This is an optimization exercise on Yosys and OpenROAD, whose aim is small area and a short achievable clock period, not a production implementation.
RTL that was checked went through simulation tests only; none was proved equivalent to the original.
Power figures rest on the tool's default switching activity, not on a simulated workload.

Setup of job 103:
Design float_copro, start of the top module:
module float_copro
   (
    input  logic        clk,
    input  logic        copro_valid,
    input  logic        copro_accept,
    input  logic [10:0] copro_opcode,
    input  logic [31:0] copro_op0,
    input  logic [31:0] copro_op1,
    output logic        copro_complete,
    output logic [31:0] copro_result
    );
Settings: LEC_CHECK=0, CAP_MARGIN=20, CORE_MARGIN=2, CORE_UTILIZATION=65, SLEW_MARGIN=20; clock period 14.0 ns.
standard.sh (not shown) runs the stock make flow with config.mk's settings and CLKGATE_MAP_FILE= SYNTH_SCRIPT=/design/flow/synth_recipe.tcl, a recipe that flattens the netlist after the stock synthesis.
==> flow/flow/run.sh <==
#!/bin/bash
# Standard ORFS layout (the standard.sh) with these changes:
#  - after the standard synthesis, flow/fixinv.py removes the inverters that
#    Yosys's full-adder extraction leaves between adder cells (it flips the
#    polarity of adder cells, which are self-dual), and the netlist is loaded
#    from the result;
#  - then flow/ksadd.py replaces the gates that add the upper result bits in
#    stage 2 (from the hs_r/hc_r carry-save registers and cy_r) by a
#    Kogge-Stone adder;
#  - ports are buffered with buf_1 cells (the standard flow picks a larger
#    delay cell); the resizer still sizes them up where timing needs it;
set -euo pipefail
MARGIN=${MARGIN:-9.5}
SPLIT=18      # S of gen/gen.py: result bits below it come from lo_r
R=orfs/results/$FLOW_PLATFORM/float_copro/base
bash standard.sh synth > log_synth.txt 2>&1
cp $R/1_2_yosys.v $R/1_2_yosys_orig.v
python3 flow/fixinv.py $R/1_2_yosys_orig.v $R/1_2_yosys_fixinv.v > log_fixinv.txt 2>&1
python3 flow/xorbal.py $R/1_2_yosys_fixinv.v $R/1_2_yosys_xorbal.v > log_xorbal.txt 2>&1
python3 flow/ksadd.py $R/1_2_yosys_xorbal.v $R/1_2_yosys.v $SPLIT sc > log_ksadd.txt 2>&1
rm -f $R/1_synth.odb $R/1_synth.sdc
bash standard.sh synth > log_synth_odb.txt 2>&1
for step in floorplan place cts route finish; do
  bash standard.sh SETUP_SLACK_MARGIN=$MARGIN \
    "BUFFER_PORTS_ARGS=-buffer_cell sky130_fd_sc_hd__buf_1" $step > log_$step.txt 2>&1
done
Other scripts of this flow, unchanged in this note and not shown: flow/flow/fixinv.py, flow/flow/ksadd.py, flow/flow/xorbal.py
The flow did not stop early for job 103: all stages ran, and the layout cleared the timing, design-rule and antenna checks.
#### Input delta (job 105 over job 103)
--- a/flow/flow/run.sh
+++ b/flow/flow/run.sh
@@ -12,3 +12,3 @@
 set -euo pipefail
-MARGIN=${MARGIN:-9.5}
+MARGIN=${MARGIN:-9.0}
 SPLIT=18      # S of gen/gen.py: result bits below it come from lo_r
--- outcome ---
Compared with job 103, job 105 shows aggregate routed wire length lower by about 2.7%.
Proportion of power drawn by combinational gates, job 105 and job 103, lower one = job 105.
Going from job 103 to job 105, static leakage shrank by a few percent.
Diff job 105 and job 103: fraction of power spent switching nets higher in job 105
The flow did not stop early for job 105: all stages ran, and the layout cleared the timing, design-rule and antenna checks.
Comparing job 105 and job 103, the lower combined area of the multi-input logic cells was measured on job 105.
Job 103 has a higher power per unit of standard cell area than job 105.
No run of this note included a check of the RTL's function; only the layout flow was run.


Another version of the RTL of float_copro (not shown whole).
For scale: about 1600 cells after synthesis, ~120 flip-flops, about 110 I/O pins.
## float_copro
module float_copro
   (
    input  logic        clk,
    input  logic        copro_valid,
    input  logic        copro_accept,
    input  logic [10:0] copro_opcode,
    input  logic [31:0] copro_op0,
    input  logic [31:0] copro_op1,
    output logic        copro_complete,
    output logic [31:0] copro_result
    );
   logic [31:0] a_r, b_r;
   logic        mul_r, as_r, sub_r;    
   logic [3:0]  cnt;           
   logic [15:0] lo_d, lo_r;
   logic        cy_d, cy_r;
   logic [15:0] hs_d, hc_d, hs_r, hc_r;
   float_copro_dp datapath (
      .a(a_r), .b(b_r), .mul(mul_r), .addsub(as_r), .sub(sub_r),
      .lo(lo_d), .lo_cy(cy_d), .hi_s(hs_d), .hi_c(hc_d)
   );
   always_ff @(posedge clk) begin
      a_r   <= copro_op0;
      b_r   <= copro_op1;
      mul_r <= copro_opcode[1:0] == 2'd2;
      as_r  <= !copro_opcode[1];
      sub_r <= copro_opcode[1:0] == 2'd1;
      lo_r  <= lo_d;
      cy_r  <= cy_d;
      hs_r  <= hs_d;
      hc_r  <= hc_d;
      if (!copro_valid || copro_accept)
         cnt <= 4'd0;
      else if (cnt != 4'd15)
         cnt <= cnt + 4'd1;
   end
   assign copro_complete = mul_r ? cnt >= 4'd2 : as_r ? cnt >= 4'd3 : cnt >= 4'd11;
   assign copro_result = {hs_r + hc_r + {{15{1'b0}}, cy_r}, lo_r};
endmodule
make LEC_CHECK=0 ABC_CLOCK_PERIOD_IN_PS=3500 CAP_MARGIN=20 CORE_MARGIN=2 CORE_UTILIZATION=40 SLEW_MARGIN=20 finish   # period 14.0 ns
run.sh (not shown) runs the stock make flow with config.mk's settings and CLKGATE_MAP_FILE= SYNTH_SCRIPT=/design/flow/synth_recipe.tcl, a recipe that flattens the netlist after the stock synthesis.
Stock flow here: none of the scripts above is used.
Then changed:
==> flow/flow/run.sh (new file) <==
#!/bin/bash
set -euo pipefail
MARGIN=${MARGIN:-9.5}
for step in synth floorplan place cts route finish; do
  bash standard.sh SETUP_SLACK_MARGIN=$MARGIN $step > log_$step.txt 2>&1
done
==> flow/standard.sh (new file) <==
#!/bin/bash
# synth_recipe.tcl (not shown) runs the flow's synth.tcl, then flattens the netlist and writes it again
# the make line also repeats each setting of config.mk as NAME=value (left out here)
make -C /OpenROAD-flow-scripts/flow DESIGN_CONFIG=/design/flow/config.mk WORK_HOME=/design/flow/orfs CLKGATE_MAP_FILE= SYNTH_SCRIPT=/design/flow/synth_recipe.tcl "${@:-finish}"
Settings changed: ABC_CLOCK_PERIOD_IN_PS 3500 to not set.
removed: flow/run.sh
Clock power climbs by about 1%.
Combinational power goes up by 17%.
Flip-flop and latch count stays the same.
Area after synthesis is unchanged.
Sequential power increases by about 1%.
Clock-buffer cell count came out lower by 1.
Worst hold slack got worse by 0.023 ns.
Design area climbs by 13%.
Synthesized cell count stays the same.
Sequential share of layout area is lower by 1.4 points.
Non-clock buffer count increases by 96.
Then changed:
==> flow/run.sh (new file) <==
#!/bin/bash
# synth_recipe.tcl (not shown) runs the flow's synth.tcl, then flattens the netlist and writes it again
# the make line also repeats each setting of config.mk as NAME=value (left out here)
make -C /OpenROAD-flow-scripts/flow DESIGN_CONFIG=/design/flow/config.mk WORK_HOME=/design/flow/orfs CLKGATE_MAP_FILE= SYNTH_SCRIPT=/design/flow/synth_recipe.tcl finish
removed: flow/flow/run.sh
removed: flow/standard.sh
After rerunning: Global-route usage fell by 1.3 points; total power fell by 10%; count of clock-buffer cells in the layout rose by 1; clock power fell by about 1%; worst hold slack improves by 0.023 ns; critical path depth is unchanged; clock skew stays flat; sequential power fell by about 1%; sequential cell count is unchanged; cell area fell by 11%.
Function was not checked in any run of this note: the RTL went through the layout flow alone.


float_copro, a different RTL version from the one above (not shown whole).
Size: roughly 1500 cells after synthesis, about 110 I/O pins, about 15000 um^2 of cells after synthesis.
// float_copro
module float_copro
   (
    input  logic        clk,
    input  logic        copro_valid,
    input  logic        copro_accept,
    input  logic [10:0] copro_opcode,
    input  logic [31:0] copro_op0,
    input  logic [31:0] copro_op1,
    output logic        copro_complete,
    output logic [31:0] copro_result
    );
export LEC_CHECK = 0
export CAP_MARGIN = 20
export CORE_MARGIN = 2
export CORE_UTILIZATION = 65
export SLEW_MARGIN = 20
create_clock -name core_clock -period 14.0 [get_ports {clk}]
standard.sh (not shown) runs the stock make flow with config.mk's settings and CLKGATE_MAP_FILE= SYNTH_SCRIPT=/design/flow/synth_recipe.tcl, a recipe that flattens the netlist after the stock synthesis.
==> flow/flow/run.sh <==
#!/bin/bash
# Standard ORFS layout (the standard.sh) with these changes:
#  - after the standard synthesis, flow/fixinv.py removes the inverters that
#    Yosys's full-adder extraction leaves between adder cells (it flips the
#    polarity of adder cells, which are self-dual), and the netlist is loaded
#    from the result;
#  - ports are buffered with buf_1 cells (the standard flow picks a larger
#    delay cell); the resizer still sizes them up where timing needs it;
set -euo pipefail
MARGIN=${MARGIN:-9.0}
R=orfs/results/$FLOW_PLATFORM/float_copro/base
bash standard.sh synth > log_synth.txt 2>&1
cp $R/1_2_yosys.v $R/1_2_yosys_orig.v
python3 flow/fixinv.py $R/1_2_yosys_orig.v $R/1_2_yosys_fixinv.v > log_fixinv.txt 2>&1
python3 flow/xorbal.py $R/1_2_yosys_fixinv.v $R/1_2_yosys.v > log_xorbal.txt 2>&1
rm -f $R/1_synth.odb $R/1_synth.sdc
bash standard.sh synth > log_synth_odb.txt 2>&1
for step in floorplan place cts route finish; do
  bash standard.sh SETUP_SLACK_MARGIN=$MARGIN \
    "BUFFER_PORTS_ARGS=-buffer_cell sky130_fd_sc_hd__buf_1" $step > log_$step.txt 2>&1
done
Other scripts of this flow, unchanged in this note and not shown: flow/flow/fixinv.py, flow/flow/xorbal.py
The baseline finished clean.
Edit:
--- a/flow/flow/run.sh
+++ b/flow/flow/run.sh
@@ -8,0 +9,2 @@
+#  - the buffers ABC put in are removed at floorplan (REMOVE_ABC_BUFFERS),
+#    so that the resizer buffers the design from scratch;
@@ -19 +21 @@
-  bash standard.sh SETUP_SLACK_MARGIN=$MARGIN \
+  bash standard.sh SETUP_SLACK_MARGIN=$MARGIN REMOVE_ABC_BUFFERS=1 \
Outcome: Final area increases by 1.7%. Wire length increases by 2.4%. Sequential cell count does not change. Total power increases by 5.6%. Utilization increases by 1.2 points. First-iteration DRC count decreases by 12%.
Function was not checked in any run of this note: the RTL went through the layout flow alone.


job 918:
Another version of the RTL of float_copro (not shown whole).
Size: roughly 16000 um^2 of cells after synthesis.
// float_copro
module float_copro
   (
    input  logic        clk,
    input  logic        copro_valid,
    input  logic        copro_accept,
    input  logic [10:0] copro_opcode,
    input  logic [31:0] copro_op0,
    input  logic [31:0] copro_op1,
    output logic        copro_complete,
    output logic [31:0] copro_result
    );
export LEC_CHECK = 0
export CAP_MARGIN = 20
export CORE_MARGIN = 2
export CORE_UTILIZATION = 65
export SLEW_MARGIN = 20
export TNS_END_PERCENT = 20
create_clock -name core_clock -period 14.0 [get_ports {clk}]
==> flow/flow/run.sh <==
#!/bin/bash
# Standard ORFS layout (the standard.sh) with these changes:
#  - after the standard synthesis, flow/fixinv.py removes the inverters that
#    Yosys's full-adder extraction leaves between adder cells (it flips the
#    polarity of adder cells, which are self-dual), and the netlist is loaded
#    from the result;
#  - then flow/ksadd.py replaces the gates that add the upper result bits in
#    stage 2 (from the hs_r/hc_r propagate/generate registers and cy_r) by a
#    Kogge-Stone adder (kept only if Yosys proves the two netlists
#    equivalent);
#  - then flow/faexp.py rebuilds the full adders of the last tree levels
#    (depth 3 and more) from xor2 and maj3 cells, which are faster;
#  - ports are buffered with buf_1 cells (the standard flow picks a larger
#    delay cell); the resizer still sizes them up where timing needs it;
set -euo pipefail
MARGIN=${MARGIN:-9.5}
SPLIT=21      # S of gen/gen.py: result bits below it come from lo_r
R=orfs/results/$FLOW_PLATFORM/float_copro/base
bash standard.sh synth > log_synth.txt 2>&1
cp $R/1_2_yosys.v $R/1_2_yosys_orig.v
python3 flow/fixinv.py $R/1_2_yosys_orig.v $R/1_2_yosys_fixinv.v > log_fixinv.txt 2>&1
python3 flow/xorbal.py $R/1_2_yosys_fixinv.v $R/1_2_yosys_xorbal.v > log_xorbal.txt 2>&1
python3 flow/ksadd.py $R/1_2_yosys_xorbal.v $R/1_2_yosys_ksadd.v $SPLIT > log_ksadd.txt 2>&1
# keep the Kogge-Stone netlist only if Yosys proves it equivalent to the one before
LIB=$FLOW_HOME/platforms/$FLOW_PLATFORM/lib/sky130_fd_sc_hd__tt_025C_1v80.lib
cat > eq_ksadd.ys <<EOT
read_liberty -overwrite -ignore_miss_func $LIB
read_verilog $R/1_2_yosys_xorbal.v
rename float_copro gold
read_verilog $R/1_2_yosys_ksadd.v
rename float_copro gate
flatten gold gate
opt_clean
equiv_make gold gate eq
hierarchy -top eq
equiv_simple -seq 1
equiv_status -assert
EOT
if $FLOW_HOME/../tools/install/yosys/bin/yosys -q -s eq_ksadd.ys > log_eq_ksadd.txt 2>&1; then
  cp $R/1_2_yosys_ksadd.v $R/1_2_yosys_s2.v
else
  echo "ksadd netlist not proved equivalent; using the one before" >> log_eq_ksadd.txt
  cp $R/1_2_yosys_xorbal.v $R/1_2_yosys_s2.v
fi
python3 flow/faexp.py $R/1_2_yosys_s2.v $R/1_2_yosys.v 3 > log_faexp.txt 2>&1
rm -f $R/1_synth.odb $R/1_synth.sdc
bash standard.sh synth > log_synth_odb.txt 2>&1
for step in floorplan place cts route finish; do
  bash standard.sh SETUP_SLACK_MARGIN=$MARGIN \
    "BUFFER_PORTS_ARGS=-buffer_cell sky130_fd_sc_hd__buf_1" $step > log_$step.txt 2>&1
done
Other scripts of this flow, unchanged in this note and not shown: flow/flow/faexp.py, flow/flow/fixinv.py, flow/flow/ksadd.py, flow/flow/xorbal.py
Having completed the whole flow, job 918 delivered a layout that passed the timing, design-rule and antenna checks.
> inputs changed (job 918 -> job 7087)
- clearing TNS_END_PERCENT, which used to be 20
diff --git a/flow/flow/run.sh b/flow/flow/run.sh
--- a/flow/flow/run.sh
+++ b/flow/flow/run.sh
@@ -14,5 +14,5 @@
 #    delay cell); the resizer still sizes them up where timing needs it;
 set -euo pipefail
-MARGIN=${MARGIN:-9.5}
+MARGIN=${MARGIN:-9.6}
 SPLIT=21      # S of gen/gen.py: result bits below it come from lo_r
 R=orfs/results/$FLOW_PLATFORM/float_copro/base
==> comparison <==
cy_r as the critical path launch point was reported by job 918, and hs_r[1] by job 7087.
Utilization after layout ended up 1.2 points higher on job 7087 than on job 918.
The final layout from job 7087, which completed every stage, passed the timing, design-rule and antenna checks at the end of the flow.
Remaining global-route overflow came out exactly the same in job 7087 and job 918.
Taking job 918 as the reference, in job 7087 post-placement worst setup slack went down, wire length rose by about 0.9%.
Job 918 has a lower cell area than job 7087.
Input-level comparison between job 9177 and job 7087:
diff --git a/flow/flow/run.sh b/flow/flow/run.sh
--- a/flow/flow/run.sh
+++ b/flow/flow/run.sh
@@ -14,5 +14,5 @@
 #    delay cell); the resizer still sizes them up where timing needs it;
 set -euo pipefail
-MARGIN=${MARGIN:-9.6}
+MARGIN=${MARGIN:-9.7}
 SPLIT=21      # S of gen/gen.py: result bits below it come from lo_r
 R=orfs/results/$FLOW_PLATFORM/float_copro/base
Job 9177 finished every stage and its layout cleared the timing, design-rule and antenna checks.
The final layout from job 7087, which completed every stage, passed the timing, design-rule and antenna checks at the end of the flow.
Job 9177 against job 7087: setup slack moved up, placed wire-length estimate after detailed placement moved down.
For area of the multi-input gates, job 7087 and job 9177 come out practically identical.
Route | job 9177 vs job 7087 | wire shorter in job 9177
Job 9177 ends up with a proportion of layout cells with a drive suffix above 1 that is 0.17 points higher than in job 7087.
Side by side, number of fill cells turned out higher in job 9177 than in job 7087.
Changes in job 7118 relative to job 9177:
diff --git a/flow/flow/run.sh b/flow/flow/run.sh
--- a/flow/flow/run.sh
+++ b/flow/flow/run.sh
@@ -14,5 +14,5 @@
 #    delay cell); the resizer still sizes them up where timing needs it;
 set -euo pipefail
-MARGIN=${MARGIN:-9.7}
+MARGIN=${MARGIN:-9.5}
 SPLIT=21      # S of gen/gen.py: result bits below it come from lo_r
 R=orfs/results/$FLOW_PLATFORM/float_copro/base
Notes after the runs:
Per the comparison of job 7118 with job 9177, wire length of the first global-routing pass ~0 delta; global-route usage over all layers ~0 delta; leakage power figure -about 1.3%. [compare] base=job 9177 new=job 7118: utilization dropped 1.2 points; final total power dropped 0.000072 W; core area barely changed. Share of power burned in the clock network: job 7118 vs job 9177 up 0.5 points. Compared job 7118 against job 9177; cell count after placement within noise. As far as sequential share of layout area is concerned, job 7118 and job 9177 perform about the same. The higher sequential cell area of job 9177 and job 7118 is in job 9177. Higher power share of the combinational group was reported by job 9177, not job 7118.


== sierra ==
float_copro, a different RTL version from the one above (not shown whole).
Size: ~110 I/O pins, about 16000 µm² of cells after synthesis.
clock: 14.0 ns
lec_check: 0
cap_margin: 20
core_margin: 2
core_utilization: 65
slew_margin: 20
==> flow/flow/run.sh <==
#!/bin/bash
# Standard ORFS layout (the standard.sh) with these changes:
#  - after the standard synthesis, flow/fixinv.py removes the inverters that
#    Yosys's full-adder extraction leaves between adder cells (it flips the
#    polarity of adder cells, which are self-dual), and the netlist is loaded
#    from the result;
#  - then flow/ksadd.py replaces the gates that add the upper result bits in
#    stage 2 (from the hs_r/hc_r/hp_r propagate/generate registers and cy_r) by a
#    Kogge-Stone adder (kept only if Yosys proves the two netlists
#    equivalent);
#  - then flow/faexp.py rebuilds the full adders of the last tree levels
#    (depth 3 and more) from xor2 and maj3 cells, which are faster;
#  - ports are buffered with buf_1 cells (the standard flow picks a larger
#    delay cell); the resizer still sizes them up where timing needs it;
set -euo pipefail
MARGIN=${MARGIN:-9.9}
SPLIT=21      # S of gen/gen.py: result bits below it come from lo_r
R=orfs/results/$FLOW_PLATFORM/float_copro/base
bash standard.sh synth > log_synth.txt 2>&1
cp $R/1_2_yosys.v $R/1_2_yosys_orig.v
python3 flow/fixinv.py $R/1_2_yosys_orig.v $R/1_2_yosys_fixinv.v > log_fixinv.txt 2>&1
python3 flow/xorbal.py $R/1_2_yosys_fixinv.v $R/1_2_yosys_xorbal.v > log_xorbal.txt 2>&1
python3 flow/ksadd.py $R/1_2_yosys_xorbal.v $R/1_2_yosys_ksadd.v $SPLIT pg2 > log_ksadd.txt 2>&1
# keep the Kogge-Stone netlist only if Yosys proves it equivalent to the one before
LIB=$FLOW_HOME/platforms/$FLOW_PLATFORM/lib/sky130_fd_sc_hd__tt_025C_1v80.lib
cat > eq_ksadd.ys <<EOT
read_liberty -overwrite -ignore_miss_func $LIB
read_verilog $R/1_2_yosys_xorbal.v
rename float_copro gold
read_verilog $R/1_2_yosys_ksadd.v
rename float_copro gate
flatten gold gate
opt_clean
equiv_make gold gate eq
hierarchy -top eq
equiv_simple -seq 1
equiv_status -assert
EOT
if $FLOW_HOME/../tools/install/yosys/bin/yosys -q -s eq_ksadd.ys > log_eq_ksadd.txt 2>&1; then
  cp $R/1_2_yosys_ksadd.v $R/1_2_yosys_s2.v
else
  echo "ksadd netlist not proved equivalent; using the one before" >> log_eq_ksadd.txt
  cp $R/1_2_yosys_xorbal.v $R/1_2_yosys_s2.v
fi
python3 flow/faexp.py $R/1_2_yosys_s2.v $R/1_2_yosys.v 3 > log_faexp.txt 2>&1
rm -f $R/1_synth.odb $R/1_synth.sdc
bash standard.sh synth > log_synth_odb.txt 2>&1
for step in floorplan place cts route finish; do
  bash standard.sh SETUP_SLACK_MARGIN=$MARGIN \
    "BUFFER_PORTS_ARGS=-buffer_cell sky130_fd_sc_hd__buf_1" $step > log_$step.txt 2>&1
done
Other scripts of this flow, unchanged in this note and not shown: flow/flow/faexp.py, flow/flow/fixinv.py, flow/flow/ksadd.py, flow/flow/xorbal.py
What raven does differently from sierra at the input level:
--- a/flow/flow/run.sh
+++ b/flow/flow/run.sh
@@ -14,5 +14,5 @@
 #    delay cell); the resizer still sizes them up where timing needs it;
 set -euo pipefail
-MARGIN=${MARGIN:-9.9}
+MARGIN=${MARGIN:-9.5}
 SPLIT=21      # S of gen/gen.py: result bits below it come from lo_r
 R=orfs/results/$FLOW_PLATFORM/float_copro/base
Results
- raven reports a higher critical path depth than sierra does.
- The required time at the worst-slack endpoint reported for raven is greater than that of sierra by 3.19 ns.
- raven reports its launching instance or port of the critical path as none_r[1] while sierra reports cy_r.
- Vertical die dimension: raven vs sierra identical
- On wire length, raven does better than sierra.
- Run comparison: raven kind of critical path reg -> reg; sierra kind of critical path reg -> out
- Global-route met1 utilization: raven vs sierra up 0.59 points
#### Input delta (pepper over raven)
--- a/flow/flow/run.sh
+++ b/flow/flow/run.sh
@@ -14,5 +14,5 @@
 #    delay cell); the resizer still sizes them up where timing needs it;
 set -euo pipefail
-MARGIN=${MARGIN:-9.5}
+MARGIN=${MARGIN:-9.7}
 SPLIT=21      # S of gen/gen.py: result bits below it come from lo_r
 R=orfs/results/$FLOW_PLATFORM/float_copro/base
### Flow results
Count of standard-cell rows across pepper and raven: no real change. pepper ends up with a share of final layout cell area taken by clock buffers and inverters that is 0.27 points lower than in raven. [pepper] routed wire length rose 760 µm relative to raven. On final hold slack, pepper and raven are basically level. Compared with raven, in pepper synthesis-to-layout area growth up 1.9 points, shortest period the worst path allows shows a reduction of 0.14 ns. pepper vs raven, net switching component of the power went up by 42 µW. Of pepper and raven, raven shows the lower combinational power share, with pepper above it. Going from raven to pepper, the design area was found to have gone up by about 1.8%.

==> what the ideal ports hide <==
The flow's constraints put no driver on any port. The routed layouts listed below were extracted and timed again, unchanged, in two steps. Step 1 assumes that a clkbuf_16 drives the clock port and a buf_2 every other input. Step 2, shift: input delay + t, output delay - t, t = (earliest + latest rising clock arrival at the registers) / 2. This alone moves slack from input paths to output paths. Slacks: ideal ports / drivers / drivers and shift; pairs: ideal ports / drivers.
| run | t (ns) | setup WS [ns] | worst data-port slew with drivers (ns) | pins driven straight from the clock port |
|---|---|---|---|---|
| job 103 | 0.481 | 9.294 / 9.245 / 9.222 | 0.05 | 1 |
| job 105 | 0.485 | 9.131 / 9.079 / 9.195 | 0.06 | 1 |
| the first run of note 2 | 0.489 | 7.430 / 7.376 / 7.865 | 0.04 | 1 |
| the second run of note 2 | 0.485 | 8.297 / 8.244 / 8.729 | 0.05 | 1 |
| the third run of note 2 | 0.489 | 7.430 / 7.376 / 7.865 | 0.04 | 1 |
| the first run of note 3 | 0.488 | 8.788 / 8.738 / 8.942 | 0.04 | 1 |
| the second run of note 3 | 0.496 | 8.773 / 8.720 / 9.082 | 0.08 | 1 |
| job 918 | 0.479 | 9.532 / 9.481 / 9.209 | 0.05 | 1 |
| job 7087 | 0.483 | 9.552 / 9.501 / 9.279 | 0.06 | 1 |
| job 9177 | 0.482 | 9.591 / 9.538 / 9.603 | 0.06 | 1 |
| job 7118 | 0.485 | 9.589 / 9.536 / 9.188 | 0.05 | 1 |
| sierra | 0.489 | 9.723 / 9.672 / 9.714 | 0.05 | 1 |
| raven | 0.486 | 9.579 / 9.572 / 9.579 | 0.05 | 1 |
| pepper | 0.482 | 9.720 / 9.668 / 9.664 | 0.05 | 1 |
After both steps every run listed still meets setup and hold. The setup slack of job 7118, which loses most, moves by -0.053 ns with the drivers and by -0.401 ns with both steps.
